This design comes from an exercise in tuning for small area and a short achievable clock period on the open sky130 flow, not from production work. Function was checked by simulation only, so behaviour that the tests miss may differ from the original. Power figures rest on the tool's default switching activity, not on a simulated workload.

### flow/run.sh
#!/bin/bash
# Standard ORFS layout (standard.sh) with these changes:
#  - synthesis is standard.sh's, except that ABC maps the top module with a
#    delay target (flow/synth.tcl, flow/abc_top.script); registers unchanged;
#  - adders are left to ABC instead of full/half-adder cells;
#  - timing repair is asked to leave extra setup margin, so that the layout
#    runs well faster than the clock;
#  - the ports get small buffers.
# make's output goes to flow_make.log; each step's log is under orfs/logs.
set -euo pipefail
export FLOW_FLOW_DIR="$(pwd)/flow"
bash standard.sh "SYNTH_SCRIPT=$FLOW_FLOW_DIR/synth.tcl" ADDER_MAP_FILE= \
  SETUP_SLACK_MARGIN=8.0 "BUFFER_PORTS_ARGS=-buffer_cell sky130_fd_sc_hd__buf_2" \
  finish > flow_make.log 2>&1
### flow/abc_top.script
strash
dch
map -D 2000
topo
stime -c
buffer -c
upsize -c
dnsize -c
### flow/synth.tcl
# synth_recipe.tcl (standard.sh's synthesis script) with one change: ABC maps
# the top module with abc_top.script (the flow's area script, given a delay
# target) and the input-side carry tree (carry16, mux2x) with the flow's own
# script. Registers and names are those of the standard synthesis.
proc synth {args} { yosys synth -nofsm -noshare {*}$args }
proc abc {args} {
  set i [lsearch -exact $args -script]
  set rest $args
  lset rest [expr {$i + 1}] $::env(FLOW_FLOW_DIR)/abc_top.script
  yosys abc {*}$args carry16 mux2x
  yosys abc {*}$rest hybrid_pwm_sd_2ndorder
}
source $::env(SCRIPTS_DIR)/synth.tcl
# left out here: clear keep_hierarchy, flatten, clean up, hide names made inside functions, write 1_2_yosys.v
### standard.sh
#!/bin/bash
# synth_recipe.tcl (not shown) runs the flow's synth.tcl, then flattens the netlist and writes it again
# the make line also repeats each setting of config.mk as NAME=value (left out here)
make -C /OpenROAD-flow-scripts/flow DESIGN_CONFIG=/design/flow/config.mk WORK_HOME=/design/flow/orfs CLKGATE_MAP_FILE= SYNTH_SCRIPT=/design/flow/synth_recipe.tcl "${@:-finish}"
### config.mk
export PLATFORM = sky130hd
export DESIGN_NAME = hybrid_pwm_sd_2ndorder
export DESIGN_NICKNAME = hybrid_pwm_sd_2ndorder
export VERILOG_FILES = /design/flow/design.v
export SDC_FILE = /design/flow/constraint.sdc
export NUM_CORES = 4
export LEC_CHECK = 0
export ABC_AREA = 1
export CAP_MARGIN = 20
export CORE_MARGIN = 2
export CORE_UTILIZATION = 40
export CTS_BUF_LIST = sky130_fd_sc_hd__clkbuf_8
export SLEW_MARGIN = 20
export SYNTH_HIERARCHICAL = 1
### constraint.sdc
create_clock -name core_clock -period 11.0 [get_ports {clk}]
set_input_delay 2.2000 -clock core_clock [delete_from_list [all_inputs] [get_ports {clk}]]
set_output_delay 2.2000 -clock core_clock [all_outputs]
set_load 0.01 [all_outputs]
### design.v
module hybrid_pwm_sd_2ndorder #(parameter signalwidth=16)
(
	input clk,
	input reset_n,
	input [signalwidth-1:0] d,
	output q
);
reg [4:0]  pc;        
reg        q_r;       
reg [22:0] w;         
reg [17:0] p;
reg [17:0] r;
reg        m;         
reg        c16_r;     
reg [15:0] dreg;      
reg [6:0]  th;        
reg [10:0] ep;        
reg        f31, f0, f1, f2, f3, f5, f7, f8;    
wire c16;
carry16 u_c16 (.a(p[15:0]), .b(d), .c(c16));
wire [17:0] b_oth = ({18{f2}} & {2'b0, dreg})
                  | ({18{f3 | f5}} & ({7'b0, ep} ^ {18{f3}}))
                  | ({18{f7}} & {2'b0, r[17:2]})
                  | ({18{f8}} & ~{2'b0, p[17:2]});
wire [7:0] wu;
wire [17:0] b_op = f31 ? ~{1'b0, wu, w[15:7]} : b_oth;
wire cin = f3 | f7 | (f31 & (q_r | ~&w[6:0])) | (f8 & ~|p[1:0]);
wire [17:0] sum;
wire [17:0] sa_p = p ^ b_op;
wire [17:0] sa_g = p & b_op;
wire sa_g1 = sa_g[0] | (sa_p[0] & cin);
wire sa_p1 = sa_p[0] & 1'b0;
wire sa_g2 = sa_g[2] | (sa_p[2] & sa_g[1]);
wire sa_p2 = sa_p[2] & sa_p[1];
wire sa_g3 = sa_g[4] | (sa_p[4] & sa_g[3]);
wire sa_p3 = sa_p[4] & sa_p[3];
wire sa_g4 = sa_g[6] | (sa_p[6] & sa_g[5]);
wire sa_p4 = sa_p[6] & sa_p[5];
wire sa_g5 = sa_g[8] | (sa_p[8] & sa_g[7]);
wire sa_p5 = sa_p[8] & sa_p[7];
wire sa_g6 = sa_g[10] | (sa_p[10] & sa_g[9]);
wire sa_p6 = sa_p[10] & sa_p[9];
wire sa_g7 = sa_g[12] | (sa_p[12] & sa_g[11]);
wire sa_p7 = sa_p[12] & sa_p[11];
wire sa_g8 = sa_g[14] | (sa_p[14] & sa_g[13]);
wire sa_p8 = sa_p[14] & sa_p[13];
wire sa_g9 = sa_g[16] | (sa_p[16] & sa_g[15]);
wire sa_p9 = sa_p[16] & sa_p[15];
wire sa_g10 = sa_g2 | (sa_p2 & sa_g1);
wire sa_p10 = sa_p2 & sa_p1;
wire sa_g11 = sa_g4 | (sa_p4 & sa_g3);
wire sa_p11 = sa_p4 & sa_p3;
wire sa_g12 = sa_g6 | (sa_p6 & sa_g5);
wire sa_p12 = sa_p6 & sa_p5;
wire sa_g13 = sa_g8 | (sa_p8 & sa_g7);
wire sa_p13 = sa_p8 & sa_p7;
wire sa_g14 = sa_g11 | (sa_p11 & sa_g10);
wire sa_p14 = sa_p11 & sa_p10;
wire sa_g15 = sa_g13 | (sa_p13 & sa_g12);
wire sa_p15 = sa_p13 & sa_p12;
wire sa_g16 = sa_g15 | (sa_p15 & sa_g14);
wire sa_p16 = sa_p15 & sa_p14;
wire sa_g17 = sa_g12 | (sa_p12 & sa_g14);
wire sa_p17 = sa_p12 & sa_p14;
wire sa_g18 = sa_g3 | (sa_p3 & sa_g10);
wire sa_p18 = sa_p3 & sa_p10;
wire sa_g19 = sa_g5 | (sa_p5 & sa_g14);
wire sa_p19 = sa_p5 & sa_p14;
wire sa_g20 = sa_g7 | (sa_p7 & sa_g17);
wire sa_p20 = sa_p7 & sa_p17;
wire sa_g21 = sa_g9 | (sa_p9 & sa_g16);
wire sa_p21 = sa_p9 & sa_p16;
wire sa_g22 = sa_g[1] | (sa_p[1] & sa_g1);
wire sa_p22 = sa_p[1] & sa_p1;
wire sa_g23 = sa_g[3] | (sa_p[3] & sa_g10);
wire sa_p23 = sa_p[3] & sa_p10;
wire sa_g24 = sa_g[5] | (sa_p[5] & sa_g18);
wire sa_p24 = sa_p[5] & sa_p18;
wire sa_g25 = sa_g[7] | (sa_p[7] & sa_g14);
wire sa_p25 = sa_p[7] & sa_p14;
wire sa_g26 = sa_g[9] | (sa_p[9] & sa_g19);
wire sa_p26 = sa_p[9] & sa_p19;
wire sa_g27 = sa_g[11] | (sa_p[11] & sa_g17);
wire sa_p27 = sa_p[11] & sa_p17;
wire sa_g28 = sa_g[13] | (sa_p[13] & sa_g20);
wire sa_p28 = sa_p[13] & sa_p20;
wire sa_g29 = sa_g[15] | (sa_p[15] & sa_g16);
wire sa_p29 = sa_p[15] & sa_p16;
wire sa_g30 = sa_g[17] | (sa_p[17] & sa_g21);
wire sa_p30 = sa_p[17] & sa_p21;
assign sum = sa_p ^ {sa_g21, sa_g29, sa_g16, sa_g28, sa_g20, sa_g27, sa_g17, sa_g26, sa_g19, sa_g25, sa_g14, sa_g24, sa_g18, sa_g23, sa_g10, sa_g22, sa_g1, cin};
wire [4:0] pc_next = pc + 5'd1;
wire m_new   = r[17] ^ (r[16] & c16_r);
wire m_eff   = f1 ? m_new : m;
wire q_gen   = th[6] ? m_eff : ({1'b0, pc_next} < th[5:0]);
wire q_last  = sum[17] ? m : (sum[16:11] != 6'd0);
wire q_oth   = f31 ? q_last : f0 ? (th[5:1] != 5'd0) : q_gen;
wire sel_m   = f0 & th[6];
wire q_c1    = sel_m ? (p[17] ^ p[16]) : q_oth;
wire q_c0    = sel_m ? p[17] : q_oth;
wire q_next;
mux2x u_qsel (.s(c16), .a1(q_c1), .a0(q_c0), .y(q_next));
wire [22:0] w_next;
assign wu = {1'b0, w[22:16]} + {7'b0, q_r};
wire [22:0] wb = {{7{~q_r | wu[7]}}, ~wu[6:0], ~w[15:7]};
wire wci = q_r ? (w[6:0] == 7'd0) : 1'b1;
wire [22:0] wa_p = w ^ wb;
wire [22:0] wa_g = w & wb;
wire wa_g1 = wa_g[0] | (wa_p[0] & wci);
wire wa_p1 = wa_p[0] & 1'b0;
wire wa_g2 = wa_g[2] | (wa_p[2] & wa_g[1]);
wire wa_p2 = wa_p[2] & wa_p[1];
wire wa_g3 = wa_g[4] | (wa_p[4] & wa_g[3]);
wire wa_p3 = wa_p[4] & wa_p[3];
wire wa_g4 = wa_g[6] | (wa_p[6] & wa_g[5]);
wire wa_p4 = wa_p[6] & wa_p[5];
wire wa_g5 = wa_g[8] | (wa_p[8] & wa_g[7]);
wire wa_p5 = wa_p[8] & wa_p[7];
wire wa_g6 = wa_g[10] | (wa_p[10] & wa_g[9]);
wire wa_p6 = wa_p[10] & wa_p[9];
wire wa_g7 = wa_g[12] | (wa_p[12] & wa_g[11]);
wire wa_p7 = wa_p[12] & wa_p[11];
wire wa_g8 = wa_g[14] | (wa_p[14] & wa_g[13]);
wire wa_p8 = wa_p[14] & wa_p[13];
wire wa_g9 = wa_g[16] | (wa_p[16] & wa_g[15]);
wire wa_p9 = wa_p[16] & wa_p[15];
wire wa_g10 = wa_g[18] | (wa_p[18] & wa_g[17]);
wire wa_p10 = wa_p[18] & wa_p[17];
wire wa_g11 = wa_g[20] | (wa_p[20] & wa_g[19]);
wire wa_p11 = wa_p[20] & wa_p[19];
wire wa_g12 = wa_g[22] | (wa_p[22] & wa_g[21]);
wire wa_p12 = wa_p[22] & wa_p[21];
wire wa_g13 = wa_g2 | (wa_p2 & wa_g1);
wire wa_p13 = wa_p2 & wa_p1;
wire wa_g14 = wa_g4 | (wa_p4 & wa_g3);
wire wa_p14 = wa_p4 & wa_p3;
wire wa_g15 = wa_g6 | (wa_p6 & wa_g5);
wire wa_p15 = wa_p6 & wa_p5;
wire wa_g16 = wa_g8 | (wa_p8 & wa_g7);
wire wa_p16 = wa_p8 & wa_p7;
wire wa_g17 = wa_g10 | (wa_p10 & wa_g9);
wire wa_p17 = wa_p10 & wa_p9;
wire wa_g18 = wa_g12 | (wa_p12 & wa_g11);
wire wa_p18 = wa_p12 & wa_p11;
wire wa_g19 = wa_g14 | (wa_p14 & wa_g13);
wire wa_p19 = wa_p14 & wa_p13;
wire wa_g20 = wa_g16 | (wa_p16 & wa_g15);
wire wa_p20 = wa_p16 & wa_p15;
wire wa_g21 = wa_g18 | (wa_p18 & wa_g17);
wire wa_p21 = wa_p18 & wa_p17;
wire wa_g22 = wa_g20 | (wa_p20 & wa_g19);
wire wa_p22 = wa_p20 & wa_p19;
wire wa_g23 = wa_g21 | (wa_p21 & wa_g22);
wire wa_p23 = wa_p21 & wa_p22;
wire wa_g24 = wa_g15 | (wa_p15 & wa_g19);
wire wa_p24 = wa_p15 & wa_p19;
wire wa_g25 = wa_g17 | (wa_p17 & wa_g22);
wire wa_p25 = wa_p17 & wa_p22;
wire wa_g26 = wa_g3 | (wa_p3 & wa_g13);
wire wa_p26 = wa_p3 & wa_p13;
wire wa_g27 = wa_g5 | (wa_p5 & wa_g19);
wire wa_p27 = wa_p5 & wa_p19;
wire wa_g28 = wa_g7 | (wa_p7 & wa_g24);
wire wa_p28 = wa_p7 & wa_p24;
wire wa_g29 = wa_g9 | (wa_p9 & wa_g22);
wire wa_p29 = wa_p9 & wa_p22;
wire wa_g30 = wa_g11 | (wa_p11 & wa_g25);
wire wa_p30 = wa_p11 & wa_p25;
wire wa_g31 = wa_g[1] | (wa_p[1] & wa_g1);
wire wa_p31 = wa_p[1] & wa_p1;
wire wa_g32 = wa_g[3] | (wa_p[3] & wa_g13);
wire wa_p32 = wa_p[3] & wa_p13;
wire wa_g33 = wa_g[5] | (wa_p[5] & wa_g26);
wire wa_p33 = wa_p[5] & wa_p26;
wire wa_g34 = wa_g[7] | (wa_p[7] & wa_g19);
wire wa_p34 = wa_p[7] & wa_p19;
wire wa_g35 = wa_g[9] | (wa_p[9] & wa_g27);
wire wa_p35 = wa_p[9] & wa_p27;
wire wa_g36 = wa_g[11] | (wa_p[11] & wa_g24);
wire wa_p36 = wa_p[11] & wa_p24;
wire wa_g37 = wa_g[13] | (wa_p[13] & wa_g28);
wire wa_p37 = wa_p[13] & wa_p28;
wire wa_g38 = wa_g[15] | (wa_p[15] & wa_g22);
wire wa_p38 = wa_p[15] & wa_p22;
wire wa_g39 = wa_g[17] | (wa_p[17] & wa_g29);
wire wa_p39 = wa_p[17] & wa_p29;
wire wa_g40 = wa_g[19] | (wa_p[19] & wa_g25);
wire wa_p40 = wa_p[19] & wa_p25;
wire wa_g41 = wa_g[21] | (wa_p[21] & wa_g30);
wire wa_p41 = wa_p[21] & wa_p30;
assign w_next = wa_p ^ {wa_g41, wa_g30, wa_g40, wa_g25, wa_g39, wa_g29, wa_g38, wa_g22, wa_g37, wa_g28, wa_g36, wa_g24, wa_g35, wa_g27, wa_g34, wa_g19, wa_g33, wa_g26, wa_g32, wa_g13, wa_g31, wa_g1, wci};
always @(posedge clk)
begin
	c16_r <= c16;
	if (f0)
		dreg <= d;
end
always @(posedge clk)
begin
	if (!reset_n) begin
		pc   <= 5'd30;
		q_r  <= 1'b0;
		w    <= 23'h7f0000;
		p    <= 18'h2fffd;
		r    <= 18'h18000;
		m    <= 1'b1;
		th   <= 7'd0;
		ep   <= 11'd0;
		{f31, f0, f1, f2, f3, f5, f7, f8} <= 8'b00000000;
	end else begin
		pc  <= pc_next;
		q_r <= q_next;
		w   <= w_next;
		p   <= r;
		r   <= sum;
		{f31, f0, f1, f2, f3, f5, f7, f8} <= {pc == 5'd30, f31, f0, f1, f2, pc == 5'd4, pc == 5'd6, f7};
		if (f1)
			m <= m_new;
		if (f31)
			th <= sum[17:11];
		if (f3)
			ep <= p[10:0];
	end
end
assign q = q_r;
endmodule
module carry16 (input [15:0] a, input [15:0] b, output c);
wire [15:0] g0 = a & b;
wire [15:0] p0 = a | b;
wire [7:0] g1, p1;
wire [3:0] g2, p2;
wire [1:0] g3, p3;
genvar i;
generate
	for (i = 0; i < 8; i = i + 1) begin : l1
		assign g1[i] = g0[2*i+1] | (p0[2*i+1] & g0[2*i]);
		assign p1[i] = p0[2*i+1] & p0[2*i];
	end
	for (i = 0; i < 4; i = i + 1) begin : l2
		assign g2[i] = g1[2*i+1] | (p1[2*i+1] & g1[2*i]);
		assign p2[i] = p1[2*i+1] & p1[2*i];
	end
	for (i = 0; i < 2; i = i + 1) begin : l3
		assign g3[i] = g2[2*i+1] | (p2[2*i+1] & g2[2*i]);
		assign p3[i] = p2[2*i+1] & p2[2*i];
	end
endgenerate
assign c = g3[1] | (p3[1] & g3[0]);
endmodule
module mux2x (input s, input a1, input a0, output y);
assign y = s ? a1 : a0;
endmodule
==> results_dict.tcl <==
set metrics [dict create \
    synth-simple-area-share_pct 28.6 \
    wire_per_inst_um 14.5 \
    grt_max_degree 41 \
    viasPerCell 5.12 \
    clockBufferDepth 2 \
    dr_wl_met2_um 7390 \
    dr_total_vias 5617 \
    crit_buf_inv 1 \
    reg2reg_from "f31" \
    synth_area_leaders "dfxtp_1, nor2_1, nand2_1" \
    fin_nets 926 \
    drc 0 \
    synth_area_um2 6010 \
    ant_nets 0 \
    fillCellCount 1433 \
    coreArea_um2 14600 \
    synth-seq-area-share_pct 39.0 \
    layout_common_cells "nor2_1, nand2_1, inv_1" \
    cts_sinks 109 \
    synth_xor_area_share_pct 2.88 \
    top_layer "met4" \
    crit_chain "buf_6" \
    multi_input_area_um2 3380 \
    rows 44 \
    cts_tree "done" \
    fp.dieH_um 127 \
    seqCellArea_um2 2370 \
    p_leak_uw 0.00325 \
    end_kind "output port" \
    rrSetupSlack_ns 7.92 \
    worstPathArrival_ns 0.90 \
    synth_warnings 7 \
    crit_cells 1 \
    finalSetupTns_ns 0 \
    dpl-instance-area_um2 6220 \
    critPathMaxStageDelay_ns 0.40 \
    max_freq_mhz 322 \
    die_area_um2 16000 \
    total_power_uw 1590 \
    cts_root_buf "clkbuf_8" \
    synth_compound_area_share_pct 20.6 \
    synth_area_per_cell_um2 7.13 \
    rsz0062_at_grt "yes" \
    syn_inst 842 \
    hold_viol 0 \
    status "timing/DRC/antenna clean" \
    final_common_cell "nor2_1" \
    path_clk_slew_ns 0.09 \
    h-tree-depth 3 \
    numCtsBuffers 9 \
    start_util_pct 41.2 \
    synth_top_family_by_area "simple AND/OR/NAND/NOR gates" \
    hold_ws_ns 0.406 \
    critical-path-top-delay-family "flip-flops" \
    diodes 0 \
    critPathSlowestCell "dfxtp_4" \
    tightest_slew_ns 0.435 \
    irDropWorstVdd_v 0.0000674 \
    antenna_found_initial 0 \
    io_buffer_count 18 \
    clock_skew_ns 0.0117 \
    worst_ep_required_time_ns 8.80 \
    min_period_ns 3.10 \
    synth_nets 860 \
    ys_ff_latch 109 \
    drive_gt1_share_pct 24.3 \
    critPathKind "reg2out" \
    synth_adder_area_share_pct 0 \
    grt_pass1_vias 5033 \
    async_reset_ff_share_pct 0 \
    max_slew_margin_pct 70.9 \
    critPathLaunch "q_r" \
    clock_latency_ns 0.40 \
    worst_r2r_endpoint "q_r" \
    grt_pass1_wl_um 25000 \
    wl_met3_um 525 \
    reg2reg_depth 23 \
    drv_slew 0 \
    drt_iter0_markers 282 \
    utilization_pct 49.6 \
    synth_edf_count 16 \
    dpl.hpwl_um 10400 \
    worstSetupEndpoint "q" \
    grt_use_total_pct 19.8 \
    ys_types 62 \
    synth_ff_type "dfxtp_1" \
    routed_wirelength_um 15900 \
    areaGrowthSynthToFinish_pct 20.6 \
    die_w_um 127 \
    whs_path_depth 2 \
    overflow 0 \
    dr.pass1.iters 4 \
    startpoint_type "flip-flop" \
    power.density_nw_per_um2 220 \
    ios 19 \
    place.gp.congestion 0.864 \
    period_share_pct 28.2 \
    drv_cap 0 \
    synth.largest_area_cell "dfxtp_1" \
    m1WireLength_um 7750 \
    min_path_type "reg2reg" \
    crit_fanout 5 \
    yosysTopAreaCellShare_pct 31.0 \
    design_area_um2 7240 \
    synthMuxAreaShare_pct 0 \
    setup_viol 0 \
]
==> power breakdown <==
part           switching [uW]  total [uW]  internal [uW]
clock network             135         242            108
registers                75.6         563            487
logic                     463         789            326
==> final cells by class <==
class | instances | area share (%)
Inverter | 104 | 5.84
Clock inverter | 6 | 0.674
Clock buffer | 10 | 1.90
Timing Repair inverter | 2 | 0.225
Multi-Input combinational cell | 604 | 46.7
Timing Repair Buffer | 78 | 8.83
Tap cell | 184 | 3.18
Sequential cell | 109 | 32.7
==> worst register-to-register path, cell delays in order (launching register included) <==
cell,delay [ns]
dfxtp_2,0.35
buf_12,0.15
buf_4,0.17
a21oi_1,0.11
o2111ai_1,0.10
a21boi_2,0.17
nand2_1,0.11
inv_1,0.09
nor2_4,0.11
nand2_1,0.07
o221a_2,0.27
buf_4,0.15
nand2_4,0.08
nand3_4,0.08
nand3_1,0.09
nand2_1,0.11
nor3_2,0.18
nand4_1,0.13
a21oi_2,0.18
o21ai_1,0.08
nand2_1,0.07
nand2_1,0.05
inv_1,0.05
nor2_1,0.03
==> metrics by stage <==
step,std cells,setup WS [ns]
floorplan,842,7.98
global placement,1024,6.56
detailed placement,1024,6.57
CTS,1075,7.87
global route,1097,7.68
finish,1097,7.90
==> layer usage <==
layer,global-route usage [%],vias to the layer above
li1,-,2911
met1,27.0,2600
met2,31.8,88
met3,2.78,18
met4,7.56,0
met5,0,-
==> sequential cells by signal, indices dropped and copies added, names as in the netlist, 5 cells and up <==
signal and count:
w 23, dreg 16, th 7, p 18
r 18, ep 11, pc 5
==> Yosys stat by module, one instance, submodules excluded <==
module	flops+latches	times used	area, um2
mux2x	0	1	15.0
carry16	0	1	270
hybrid_pwm_sd_2ndorder	109	1	5720
==> cell usage after synthesis (all sizes together), types with 2 or more instances <==
cell type / count
a311oi: 2
nand2: 145
o22ai: 5
nand3: 33
nor2: 160
nor4: 5
a221oi: 3
or2: 22
o21ai: 72
dfxtp: 93
clkbuf: 11
inv: 103
xnor2: 3
a22oi: 15
o211a: 2
nor3: 6
edfxtp: 16
a21oi: 67
a31oi: 3
o211ai: 7
buf: 14
nand4: 6
nand3b: 3
and2: 8
xor2: 15
o21a: 5
o2111ai: 9
==> how the worst min path moves through the flow <==
stage,start,to,slack (ns)
6_report,r[1],p[1],0.41
5_1_grt,r[1],p[1],0.43
4_1_cts,r[1],p[1],0.41
3_5_place_dp,r[1],p[1],0.39
3_3_place_gp,r[0],p[0],0.40
2_1_floorplan,r[1],p[1],0.39
==> repair_timing <==
| item | in CTS | in global routing |
|---|---|---|
| hold buffers | 0 | 0 |
| hold endpoints to repair | 0 | 0 |
| pin swaps | 26 | 22 |
| setup endpoints to repair | 62 | 22 |
| cloned | 3 | 0 |
| gates resized for setup | 71 | 30 |
| setup buffers | 32 | 22 |
==> kinds of logic (layout without fill, tap and decap cells) <==
logic type	after synthesis	after routing
compound gates	198	198
xor+xnor	18	18
simple gates	388	388
buf+inv	129	200
flops	109	109

port drivers added, routing unchanged:
Ports are ideal in the flow. The routed layout listed here was re-timed in OpenROAD.
Step 1 sets driving cells, clkbuf_16 on the clock port and buf_2 on the other inputs (assumed; they add their load-dependent delay and slew).
Step 2, shift: input delay + t, output delay - t, t = (earliest + latest rising clock arrival at the registers) / 2. This alone moves slack from input paths to output paths.
Three values: ideal, step 1, step 2; two values: the first two.
t (ns): 0.432
setup slack, ns: 7.899 / 7.860 / 7.618
worst setup path at the end: input to register
clock arrival spread, ns: 0.012 / 0.012
worst slew at a driven data input, ns: 0.05
After both steps setup and hold are still met in this run. For this run, drivers alone change the setup slack by -0.039 ns; drivers and shift together by -0.281 ns.
